Background: an optimization exercise with open tools, aiming at small area and a short achievable clock period. Do not read the settings as production practice.
Where RTL was checked, it was by simulation tests only, not by an equivalence proof against the original.
Power and IR drop assume default switching activity.

Design Main, start of the top module:
module Main(
	input clk,
	input reset,
	input start_button,
	input axis_valid,
	input [15:0]axis_value,
	input [15:0]mem_rdata,
	output mem_en,
	output mem_we,
	output [14:0]mem_addr,
	output [15:0]mem_wdata,
	output [15:0]led_value
	);
==> flow/config.mk <==
export PLATFORM = sky130hd
export DESIGN_NAME = Main
export DESIGN_NICKNAME = Main
export VERILOG_FILES = /design/flow/design.v
export SDC_FILE = /design/flow/constraint.sdc
export NUM_CORES = 4
export LEC_CHECK = 0
export ABC_AREA = 1
export CAP_MARGIN = 20
export CORE_MARGIN = 2
export CORE_UTILIZATION = 40
export SLEW_MARGIN = 20
==> flow/constraint.sdc <==
create_clock -name core_clock -period 11.0 [get_ports {clk}]
set_input_delay 2.2000 -clock core_clock [delete_from_list [all_inputs] [get_ports {clk}]]
set_output_delay 2.2000 -clock core_clock [all_outputs]
set_load 0.01 [all_outputs]
run.sh (not shown) runs the stock make flow with config.mk's settings and CLKGATE_MAP_FILE= SYNTH_SCRIPT=/design/flow/synth_recipe.tcl, a recipe that flattens the netlist after the stock synthesis.
Then changed:
ABC_AREA = unset   (was 1)
Result: Routed wire length hardly moves. Die area climbs by about 7%. First-iteration DRC count climbs by 8.6%. Hold slack improves by 40 ps. Clock power climbs by about 9%. Non-clock buffer count climbs by 42. Setup slack improves by 65 ps.
No functional check of the RTL was part of any run of this note.

Main, a different RTL version from the one above (not shown whole).
Size: about 2,000 cells after synthesis, ~85 I/O pins.
==> flow/design.v (excerpt) <==
module Main(
	input clk,
	input reset,
	input start_button,
	input axis_valid,
	input [15:0]axis_value,
	input [15:0]mem_rdata,
	output mem_en,
	output mem_we,
	output [14:0]mem_addr,
	output [15:0]mem_wdata,
	output [15:0]led_value
	);
export LEC_CHECK = 0
export CAP_MARGIN = 20
export CORE_MARGIN = 2
export CORE_UTILIZATION = 60
export CTS_BUF_LIST = sky130_fd_sc_hd__clkbuf_4 sky130_fd_sc_hd__clkbuf_8
export SETUP_SLACK_MARGIN = 5
export SLEW_MARGIN = 20
create_clock -name core_clock -period 11.0 [get_ports {clk}]
standard.sh (not shown) runs the stock make flow with config.mk's settings and CLKGATE_MAP_FILE= SYNTH_SCRIPT=/design/flow/synth_recipe.tcl, a recipe that flattens the netlist after the stock synthesis.
==> flow/flow/run.sh <==
#!/bin/bash
# The standard layout (standard.sh), with plain buf_2 cells instead of
# delay buffers as the port buffers. Full tool output goes to standard.log.
export BUFFER_PORTS_ARGS="-buffer_cell sky130_fd_sc_hd__buf_2"
bash standard.sh finish > standard.log 2>&1
status=$?
tail -n 5 standard.log
exit $status
Rerun with:
--- a/flow/flow/run.sh
+++ b/flow/flow/run.sh
@@ -3 +3,2 @@
-# delay buffers as the port buffers. Full tool output goes to standard.log.
+# delay buffers as the port buffers, and timing repair aimed at 5.5 ns of
+# setup slack. Full tool output goes to standard.log.
@@ -4,0 +6 @@
+export SETUP_SLACK_MARGIN=5.5
--- a/flow/config.mk
+++ b/flow/config.mk
@@ -12 +12,2 @@
-export SETUP_SLACK_MARGIN = 5
+export CTS_CLUSTER_DIAMETER = 60
+export CTS_CLUSTER_SIZE = 16
What happened:
- sequential share of layout area went down by 0.43 points
- via count went up by 0.38%
- area after synthesis does not change
- cell area went up by 1.1%
- fmax went up by 6.0%
- synthesized cell count does not change
- clock skew went up by 0.043 ns
- wire length went up by 1.5%
- critical path depth went up by 1
- power went up by 12%
Rerun with:
--- a/flow/flow/run.sh
+++ b/flow/flow/run.sh
@@ -3 +3 @@
-# delay buffers as the port buffers, and timing repair aimed at 5.5 ns of
+# delay buffers as the port buffers, and timing repair aimed at 7 ns of
@@ -6 +6 @@
-export SETUP_SLACK_MARGIN=5.5
+export SETUP_SLACK_MARGIN=7
Effect:
- area after synthesis is unchanged
- cell area came out higher by 13%
- core utilization came out higher by 8.7 points

Main again, from the RTL that the note above started with.
clock: 11.0 ns
lec_check: 0
cap_margin: 20
core_margin: 2
core_utilization: 70
cts_buf_list: sky130_fd_sc_hd__clkbuf_4 sky130_fd_sc_hd__clkbuf_8
cts_cluster_diameter: 60
cts_cluster_size: 16
slew_margin: 20
==> flow/flow/run.sh <==
#!/bin/bash
# The standard layout (standard.sh), with plain buf_2 cells instead of
# delay buffers as the port buffers, timing repair aimed at 6 ns of setup
# slack, and clock tree synthesis without dummy loads. Full tool output goes
# to standard.log.
export BUFFER_PORTS_ARGS="-buffer_cell sky130_fd_sc_hd__buf_2"
export SETUP_SLACK_MARGIN=6
export CTS_ARGS="-sink_clustering_enable -repair_clock_nets -sink_clustering_size 16 -sink_clustering_max_diameter 60 -buf_list {sky130_fd_sc_hd__clkbuf_4 sky130_fd_sc_hd__clkbuf_8} -dont_use_dummy_load"
bash standard.sh finish > standard.log 2>&1
status=$?
tail -n 5 standard.log
exit $status
The baseline completed with no timing, DRC or antenna violations.
==> next run, changes <==
==> flow/flow/run.sh (replaced) <==
#!/bin/bash
# The standard layout (standard.sh), with plain buf_2 cells instead of
# delay buffers as the port buffers, timing repair aimed at 5.5 ns of setup
# slack, and clock tree synthesis without dummy loads. Full tool output goes
# to standard.log.
export BUFFER_PORTS_ARGS="-buffer_cell sky130_fd_sc_hd__buf_2"
export SETUP_SLACK_MARGIN=5.5
export CTS_ARGS="-sink_clustering_enable -repair_clock_nets -sink_clustering_size 16 -sink_clustering_max_diameter 60 -buf_list {sky130_fd_sc_hd__clkbuf_4 sky130_fd_sc_hd__clkbuf_8} -dont_use_dummy_load"
bash standard.sh finish > standard.log 2>&1
status=$?
tail -n 5 standard.log
exit $status
- CORE_UTILIZATION: 70 -> 60
Result: Global-route usage fell by 6.6 points. Sequential share of layout area rose by 0.76 points. Final cell count rose by 2.4%. Worst setup slack gets better by 74 ps. Die area rose by 16%. Power fell by about 7%. Utilization fell by 12 points. Via count fell by about 5.3%. Non-clock buffer count fell by 17. Synthesized cell count does not change. Final area fell by about 2%.
==> next run, changes <==
==> flow/flow/run.sh (replaced) <==
#!/bin/bash
# The standard layout (standard.sh), with plain buf_2 cells instead of
# delay buffers as the port buffers. Full tool output goes to standard.log.
export BUFFER_PORTS_ARGS="-buffer_cell sky130_fd_sc_hd__buf_2"
bash standard.sh finish > standard.log 2>&1
status=$?
tail -n 5 standard.log
exit $status
- SETUP_SLACK_MARGIN: not set -> 5
Result:
- The new run finished with timing, DRC and antenna clean
- non-clock buffer count shrinks by 64
- global-route usage shrinks by 0.63 points
- clock skew shrinks by 39 ps
==> next run, changes <==
==> flow/flow/run.sh (replaced) <==
#!/bin/bash
# The standard layout (standard.sh), with plain buf_2 cells instead of
# delay buffers as the port buffers, and timing repair aimed at 6 ns of
# setup slack. Full tool output goes to standard.log.
export BUFFER_PORTS_ARGS="-buffer_cell sky130_fd_sc_hd__buf_2"
export SETUP_SLACK_MARGIN=6
bash standard.sh finish > standard.log 2>&1
status=$?
tail -n 5 standard.log
exit $status
- SETUP_SLACK_MARGIN: 5 -> not set
After rerunning: Area after synthesis does not change; worst hold slack gains 9.5 ps; power climbs by 29%; critical path depth goes down by 2; global-route usage came out higher by 0.83 points.

what the ideal ports hide:
In the flow no input, the clock included, has a driving cell. The finished layouts below were timed again as built, in two steps. Step 1 assumes that a clkbuf_16 drives the clock port and a buf_2 every other input. Step 2, shift: input delay + t, output delay - t, t = (earliest + latest rising clock arrival at the registers) / 2. This alone moves slack from input paths to output paths. a / b / c = ideal ports / drivers / drivers and shift; a / b = the first two.
run	shift t [ns]	slack for setup (ns)	hold slack, ns	pins driven straight from the clock port
the first run of note 1	0.601	0.776 / 0.776 / 0.776	0.351 / 0.351 / 0.351	1
the second run of note 1	0.625	0.841 / 0.841 / 0.841	0.391 / 0.391 / 0.391	1
the first run of note 2	0.710	5.228 / 5.228 / 4.662	0.401 / 0.401 / 0.401	1
the second run of note 2	0.671	5.552 / 5.552 / 4.988	0.408 / 0.408 / 0.408	1
the third run of note 2	0.681	5.618 / 5.618 / 5.618	0.420 / 0.420 / 0.420	1
the first run of note 3	0.674	5.467 / 5.467 / 5.014	0.401 / 0.401 / 0.401	1
the second run of note 3	0.649	5.540 / 5.560 / 4.934	0.408 / 0.408 / 0.408	1
the third run of note 3	0.669	5.171 / 5.171 / 4.592	0.394 / 0.394 / 0.394	1
the fourth run of note 3	0.664	5.583 / 5.583 / 5.517	0.404 / 0.404 / 0.404	1
After both steps setup and hold are still met in every run listed. For the second run of note 3, which loses most, drivers alone change the setup slack by +0.020 ns; drivers and shift together by -0.606 ns.
